Context: an optimization exercise on an open-source flow, tuned for small area. The choices shown serve that exercise and are no tape-out recipe.
RTL that was checked went through simulation tests only; none was proved equivalent to the original.

## neural_compressor_top
module neural_compressor_top
(
    input  logic        clk,
    input  logic        rst_n,
    input  logic [DATA_WIDTH-1:0]   s_axis_tdata,
    input  logic                    s_axis_tvalid,
    output logic                    s_axis_tready,
    input  logic                    s_axis_tlast,
    output logic [DATA_WIDTH-1:0]   m_axis_tdata,
    output logic [1:0]              m_axis_tuser,   
    output logic                    m_axis_tvalid,
    input  logic                    m_axis_tready,
    output logic                    m_axis_tlast,
    input  logic [DATA_WIDTH-1:0]   cfg_threshold,
    input  logic                    cfg_enable,
    output neural_compressor_pkg::compress_stats_t         stats,
    output logic [15:0]             spike_count
);
==> flow/config.mk <==
export PLATFORM = sky130hd
export DESIGN_NAME = neural_compressor_top
export DESIGN_NICKNAME = neural_compressor_top
export VERILOG_FILES = /design/flow/design.v
export SDC_FILE = /design/flow/constraint.sdc
export NUM_CORES = 8
export LEC_CHECK = 0
export CAP_MARGIN = 20
export CORE_MARGIN = 2
export CORE_UTILIZATION = 80
export SLEW_MARGIN = 20
export SYNTH_HIERARCHICAL = 1
export SYNTH_MINIMUM_KEEP_SIZE = 0
==> flow/constraint.sdc <==
create_clock -name core_clock -period 120.0 [get_ports {clk}]
set_input_delay 24.0000 -clock core_clock [delete_from_list [all_inputs] [get_ports {clk}]]
set_output_delay 24.0000 -clock core_clock [all_outputs]
set_load 0.01 [all_outputs]
standard.sh (not shown) runs the stock make flow with config.mk's settings and CLKGATE_MAP_FILE= SYNTH_SCRIPT=/design/flow/synth_recipe.tcl, a recipe that flattens the netlist after the stock synthesis.
==> flow/flow/run.sh <==
#!/bin/bash
# Layout flow: the standard ORFS flow (standard.sh: standard synthesis,
# floorplan, placement, CTS, routing), with two changes:
#  - the I/O port buffers are the smallest buffer cell;
#  - the clock tree uses large leaf clusters of clkbuf_16 (clkbuf_8 above
#    them) and no dummy loads.
# ORFS keeps each step's full log under orfs/logs/; make's own output, and the
# final DEF export's, goes to make_flow.log here.
set -euo pipefail
export BUFFER_PORTS_ARGS="-buffer_cell sky130_fd_sc_hd__buf_1"
export CTS_ARGS="-sink_clustering_enable -repair_clock_nets -buf_list sky130_fd_sc_hd__clkbuf_16 -root_buf sky130_fd_sc_hd__clkbuf_8 -tree_buf sky130_fd_sc_hd__clkbuf_8 -sink_clustering_size 26 -sink_clustering_max_diameter 85 -dont_use_dummy_load"
export CTS_ARGS="-sink_clustering_enable -repair_clock_nets -buf_list sky130_fd_sc_hd__clkbuf_16 -root_buf sky130_fd_sc_hd__clkbuf_8 -tree_buf sky130_fd_sc_hd__clkbuf_8 -sink_clustering_size 30 -sink_clustering_max_diameter 90 -dont_use_dummy_load"
bash standard.sh > make_flow.log 2>&1
Edit:
--- a/flow/flow/run.sh
+++ b/flow/flow/run.sh
@@ -10,4 +10,3 @@
 export BUFFER_PORTS_ARGS="-buffer_cell sky130_fd_sc_hd__buf_1"
 export CTS_ARGS="-sink_clustering_enable -repair_clock_nets -buf_list sky130_fd_sc_hd__clkbuf_16 -root_buf sky130_fd_sc_hd__clkbuf_8 -tree_buf sky130_fd_sc_hd__clkbuf_8 -sink_clustering_size 26 -sink_clustering_max_diameter 85 -dont_use_dummy_load"
-export CTS_ARGS="-sink_clustering_enable -repair_clock_nets -buf_list sky130_fd_sc_hd__clkbuf_16 -root_buf sky130_fd_sc_hd__clkbuf_8 -tree_buf sky130_fd_sc_hd__clkbuf_8 -sink_clustering_size 30 -sink_clustering_max_diameter 90 -dont_use_dummy_load"
 bash standard.sh > make_flow.log 2>&1
--- a/flow/config.mk
+++ b/flow/config.mk
@@ -8,5 +8,5 @@
 export CAP_MARGIN = 20
 export CORE_MARGIN = 2
-export CORE_UTILIZATION = 80
+export CORE_UTILIZATION = 84
 export SLEW_MARGIN = 20
 export SYNTH_HIERARCHICAL = 1
After rerunning: Final cell count is about the same. Cell area is about the same. Worst setup slack loses 0.20 ns.
Edit:
==> flow/flow/run.sh (replaced) <==
#!/bin/bash
# Layout flow: the standard ORFS flow (standard.sh: standard synthesis,
# floorplan, placement, CTS, routing), with two changes:
#  - the I/O port buffers are the smallest buffer cell;
#  - the clock tree uses large leaf clusters of clkbuf_16 (clkbuf_8 and a
#    clkbuf_4 root above them) and no dummy loads.
# ORFS keeps each step's full log under orfs/logs/; make's own output, and the
# final DEF export's, goes to make_flow.log here.
set -euo pipefail
export BUFFER_PORTS_ARGS="-buffer_cell sky130_fd_sc_hd__buf_1"
export CTS_ARGS="-sink_clustering_enable -repair_clock_nets -buf_list sky130_fd_sc_hd__clkbuf_16 -root_buf sky130_fd_sc_hd__clkbuf_4 -tree_buf sky130_fd_sc_hd__clkbuf_8 -sink_clustering_size 28 -sink_clustering_max_diameter 90 -dont_use_dummy_load"
bash standard.sh > make_flow.log 2>&1
--- a/flow/config.mk
+++ b/flow/config.mk
@@ -6,8 +6,8 @@
 export NUM_CORES = 8
 export LEC_CHECK = 0
-export CAP_MARGIN = 20
+export CAP_MARGIN = 0
 export CORE_MARGIN = 2
-export CORE_UTILIZATION = 84
-export SLEW_MARGIN = 20
+export CORE_UTILIZATION = 80
+export SLEW_MARGIN = 0
 export SYNTH_HIERARCHICAL = 1
 export SYNTH_MINIMUM_KEEP_SIZE = 0
Result: The new run completed without violations. Register-to-register slack gets better by 0.28 ns. Cell count hardly moves. Clock-buffer cell count went down by 1. Cell area is lower by about 0.4%. Setup slack improves by 0.33 ns. Synthesized area stays the same. Synthesized cell count does not change.
Edit:
--- a/flow/flow/run.sh
+++ b/flow/flow/run.sh
@@ -4,5 +4,6 @@
 #  - the I/O port buffers are the smallest buffer cell;
 #  - the clock tree uses large leaf clusters of clkbuf_16 (clkbuf_8 and a
-#    clkbuf_4 root above them) and no dummy loads.
+#    clkbuf_4 root above
+#    them) and no dummy loads.
 # ORFS keeps each step's full log under orfs/logs/; make's own output, and the
 # final DEF export's, goes to make_flow.log here.
--- a/flow/config.mk
+++ b/flow/config.mk
@@ -6,8 +6,10 @@
 export NUM_CORES = 8
 export LEC_CHECK = 0
-export CAP_MARGIN = 0
+export CAP_MARGIN = 20
 export CORE_MARGIN = 2
 export CORE_UTILIZATION = 80
-export SLEW_MARGIN = 0
+export GPL_ROUTABILITY_DRIVEN = 0
+export GPL_TIMING_DRIVEN = 0
+export SLEW_MARGIN = 20
 export SYNTH_HIERARCHICAL = 1
 export SYNTH_MINIMUM_KEEP_SIZE = 0
Non-clock buffer count increases by 36.
Final cell count increases by 2.4%.
Cell area increases by 2.5%.
Wire length increases by 15%.
First-iteration DRC count increases by 7.2%.
Area after synthesis does not change.
Edit:
==> flow/flow/run.sh (replaced) <==
#!/bin/bash
# Layout flow: the standard ORFS flow (standard.sh: standard synthesis,
# floorplan, placement, CTS, routing), with two changes:
#  - the I/O port buffers are the smallest buffer cell;
#  - the clock tree uses large leaf clusters of clkbuf_16 (clkbuf_8 above
#    them) and no dummy loads.
# ORFS keeps each step's full log under orfs/logs/; make's own output, and the
# final DEF export's, goes to make_flow.log here.
set -euo pipefail
export BUFFER_PORTS_ARGS="-buffer_cell sky130_fd_sc_hd__buf_1"
export CTS_ARGS="-sink_clustering_enable -repair_clock_nets -buf_list sky130_fd_sc_hd__clkbuf_16 -root_buf sky130_fd_sc_hd__clkbuf_8 -tree_buf sky130_fd_sc_hd__clkbuf_8 -sink_clustering_size 26 -sink_clustering_max_diameter 85 -dont_use_dummy_load"
bash standard.sh > make_flow.log 2>&1
--- a/flow/config.mk
+++ b/flow/config.mk
@@ -9,6 +9,4 @@
 export CORE_MARGIN = 2
 export CORE_UTILIZATION = 80
-export GPL_ROUTABILITY_DRIVEN = 0
-export GPL_TIMING_DRIVEN = 0
 export SLEW_MARGIN = 20
 export SYNTH_HIERARCHICAL = 1
Synthesized area is unchanged.
Final cell count goes down by a few percent.
Worst setup slack improved by 0.10 ns.
Global-route usage goes down by 3.4 points.
Sequential share of layout area goes up by 1.2 points.
Wire length goes down by a little under a tenth.

* * *

== job 4776 ==
neural_compressor_top, a different RTL version from the one above (not shown whole).
For scale: about 400 flip-flops, roughly 160 I/O pins.
Settings: LEC_CHECK=0, CAP_MARGIN=20, CORE_MARGIN=2, CORE_UTILIZATION=60, SLEW_MARGIN=20; clock period 120.0 ns.
==> flow/flow/run.sh <==
#!/bin/bash
set -euo pipefail
export BUFFER_PORTS_ARGS="-buffer_cell sky130_fd_sc_hd__buf_1"
export CTS_ARGS="-sink_clustering_enable -repair_clock_nets -buf_list sky130_fd_sc_hd__clkbuf_16 -sink_clustering_size 20 -sink_clustering_max_diameter 100 -dont_use_dummy_load"
bash standard.sh > make_flow.log 2>&1
Relative to job 4776, the following input files were edited for job 7735:
==> flow/run.sh (new file) <==
#!/bin/bash
# synth_recipe.tcl (not shown) runs the flow's synth.tcl, then flattens the netlist and writes it again
# the make line also repeats each setting of config.mk as NAME=value (left out here)
make -C /OpenROAD-flow-scripts/flow DESIGN_CONFIG=/design/flow/config.mk WORK_HOME=/design/flow/orfs CLKGATE_MAP_FILE= SYNTH_SCRIPT=/design/flow/synth_recipe.tcl finish
-- flow/config.mk --
<<< job 4776, line 8
export CAP_MARGIN = 20
export CORE_MARGIN = 2
export CORE_UTILIZATION = 60
export SLEW_MARGIN = 20
>>> job 7735, line 8
export CAP_MARGIN = 20
export CORE_MARGIN = 2
export CORE_UTILIZATION = 40
export CTS_BUF_LIST = sky130_fd_sc_hd__clkbuf_4
export SLEW_MARGIN = 20
removed: flow/flow/run.sh
removed: flow/standard.sh
Findings:
Job 4776 -> job 7735: final global-route overflow total delta 0, exact match. Number of clock buffer instances in the layout, job 4776 and job 7735: smaller value in job 4776. Post-route non-filler standard cell count (job 7735 vs. job 4776) increases by more than 10%. The number of rows created at floorplan of job 7735 is higher than that of job 4776. Compared with job 4776, job 7735 shows first-pass GRT wire length that has gone up by more than 10%. Initial antenna violation count delta for job 7735 relative to job 4776: 2 higher. Per the comparison of job 7735 with job 4776, number of vias per cell after detailed routing -11%; global-route met1 utilization lost 9.0 points.
Input changes introduced in job 8223 (baseline for comparison: job 7735):
==> flow/flow/run.sh (new file) <==
#!/bin/bash
set -euo pipefail
export BUFFER_PORTS_ARGS="-buffer_cell sky130_fd_sc_hd__buf_1"
export CTS_ARGS="-sink_clustering_enable -repair_clock_nets -buf_list sky130_fd_sc_hd__clkbuf_16 -sink_clustering_size 24 -sink_clustering_max_diameter 80 -dont_use_dummy_load"
bash standard.sh > make_flow.log 2>&1
==> flow/standard.sh (new file) <==
#!/bin/bash
# synth_recipe.tcl (not shown) runs the flow's synth.tcl, then flattens the netlist and writes it again
# the make line also repeats each setting of config.mk as NAME=value (left out here)
make -C /OpenROAD-flow-scripts/flow DESIGN_CONFIG=/design/flow/config.mk WORK_HOME=/design/flow/orfs CLKGATE_MAP_FILE= SYNTH_SCRIPT=/design/flow/synth_recipe.tcl "${@:-finish}"
-- flow/config.mk --
<<< job 7735, line 8
export CAP_MARGIN = 20
export CORE_MARGIN = 2
export CORE_UTILIZATION = 40
export CTS_BUF_LIST = sky130_fd_sc_hd__clkbuf_4
export SLEW_MARGIN = 20
>>> job 8223, line 8
export CAP_MARGIN = 20
export CORE_MARGIN = 2
export CORE_UTILIZATION = 75
export SLEW_MARGIN = 20
removed: flow/run.sh
[summary]
Job 8223 went all the way through synthesis, placement and routing and the layout is clean on timing, DRC and antenna.
Comparing job 8223 and job 7735, the higher cell count is on job 7735.
Job 8223 — share of the final layout cell area in multi-input gates 3.8 points higher, job 7735 as reference
The die used by job 8223 is smaller than the one used by job 7735.
Time the final worst path needs with I/O delays and setup in job 8223 is 0.16 ns lower than in job 7735
The following lists how job 5899 was set up differently from job 8223:
-- flow/config.mk --
<<< job 8223, line 8
export CAP_MARGIN = 20
export CORE_MARGIN = 2
export CORE_UTILIZATION = 75
export SLEW_MARGIN = 20
>>> job 5899, line 8
export CAP_MARGIN = 20
export CORE_MARGIN = 2
export CORE_UTILIZATION = 85
export SLEW_MARGIN = 20
Job 5899 completed every stage of the flow, and the final layout passed the timing, DRC and antenna checks.
Job 8223 was larger in final cell area than job 5899.
From job 8223 to job 5899 the numbers moved as follows: data arrival at the endpoint of the critical path went down; area of the placeable core went down.
The following lists how job 311 was set up differently from job 5899:
==> flow/flow/run.sh <==
#!/bin/bash
set -euo pipefail
export BUFFER_PORTS_ARGS="-buffer_cell sky130_fd_sc_hd__buf_1"
export CTS_ARGS="-sink_clustering_enable -repair_clock_nets -buf_list sky130_fd_sc_hd__clkbuf_8 -sink_clustering_size 16 -sink_clustering_max_diameter 50 -dont_use_dummy_load"
bash standard.sh > make_flow.log 2>&1
-- flow/config.mk --
<<< job 5899, line 8
export CAP_MARGIN = 20
export CORE_MARGIN = 2
export CORE_UTILIZATION = 85
export SLEW_MARGIN = 20
>>> job 311, line 8
export CAP_MARGIN = 20
export CORE_MARGIN = 2
export CORE_UTILIZATION = 60
export SLEW_MARGIN = 20
### Flow results
- Job 311 reports a lower final worst hold slack than job 5899 does.
- The cell with the largest stage delay on the worst path comes out inv_2 in one run and or4_4 in the other, namely in job 5899 and job 311 respectively.
- Where standard cell core area is concerned, job 5899 is better than job 311.
No run of this note included a check of the RTL's function; only the layout flow was run.

==> separate check: timing with driven ports <==
In the flow no input, the clock included, has a driving cell. The finished layouts below were timed again as built, in two steps. Step 1 sets driving cells, clkbuf_16 on the clock port and buf_2 on the other inputs (assumed; they add their load-dependent delay and slew). Step 2 adds t to the input delays and takes it off the output delays; t is the mean of the earliest and latest rising clock arrival at the registers after step 1. Input paths then give back, and output paths get back, about the clock's delay inside the block. a / b / c = ideal ports / drivers / drivers and shift; a / b = the first two.
run	t, ns	setup slack, ns	worst setup path after step 2	clock arrival spread, ns	worst data-port slew with drivers (ns)
the first run of note 1	0.587	82.588 / 82.602 / 82.016	input to register	0.068 / 0.067	0.05
the second run of note 1	0.609	82.391 / 82.410 / 81.802	input to register	0.071 / 0.071	0.06
the third run of note 1	0.726	82.723 / 82.738 / 82.013	input to register	0.105 / 0.105	0.05
the fourth run of note 1	0.752	82.561 / 82.577 / 81.825	input to register	0.070 / 0.069	0.06
the fifth run of note 1	0.599	82.665 / 82.680 / 82.082	input to register	0.066 / 0.067	0.04
job 4776	0.579	93.806 / 93.788 / 93.256	input to register	0.041 / 0.041	0.04
job 7735	0.832	93.633 / 93.653 / 92.821	input to register	0.062 / 0.062	0.05
job 8223	0.549	93.797 / 93.819 / 93.269	input to register	0.034 / 0.033	0.04
job 5899	0.568	93.333 / 93.282 / 93.215	input to register	0.025 / 0.025	0.05
job 311	0.573	93.821 / 93.777 / 93.276	input to register	0.078 / 0.078	0.04
After both steps every run listed still meets setup and hold. The setup slack of job 7735, which loses most, moves by +0.020 ns with the drivers and by -0.812 ns with both steps.
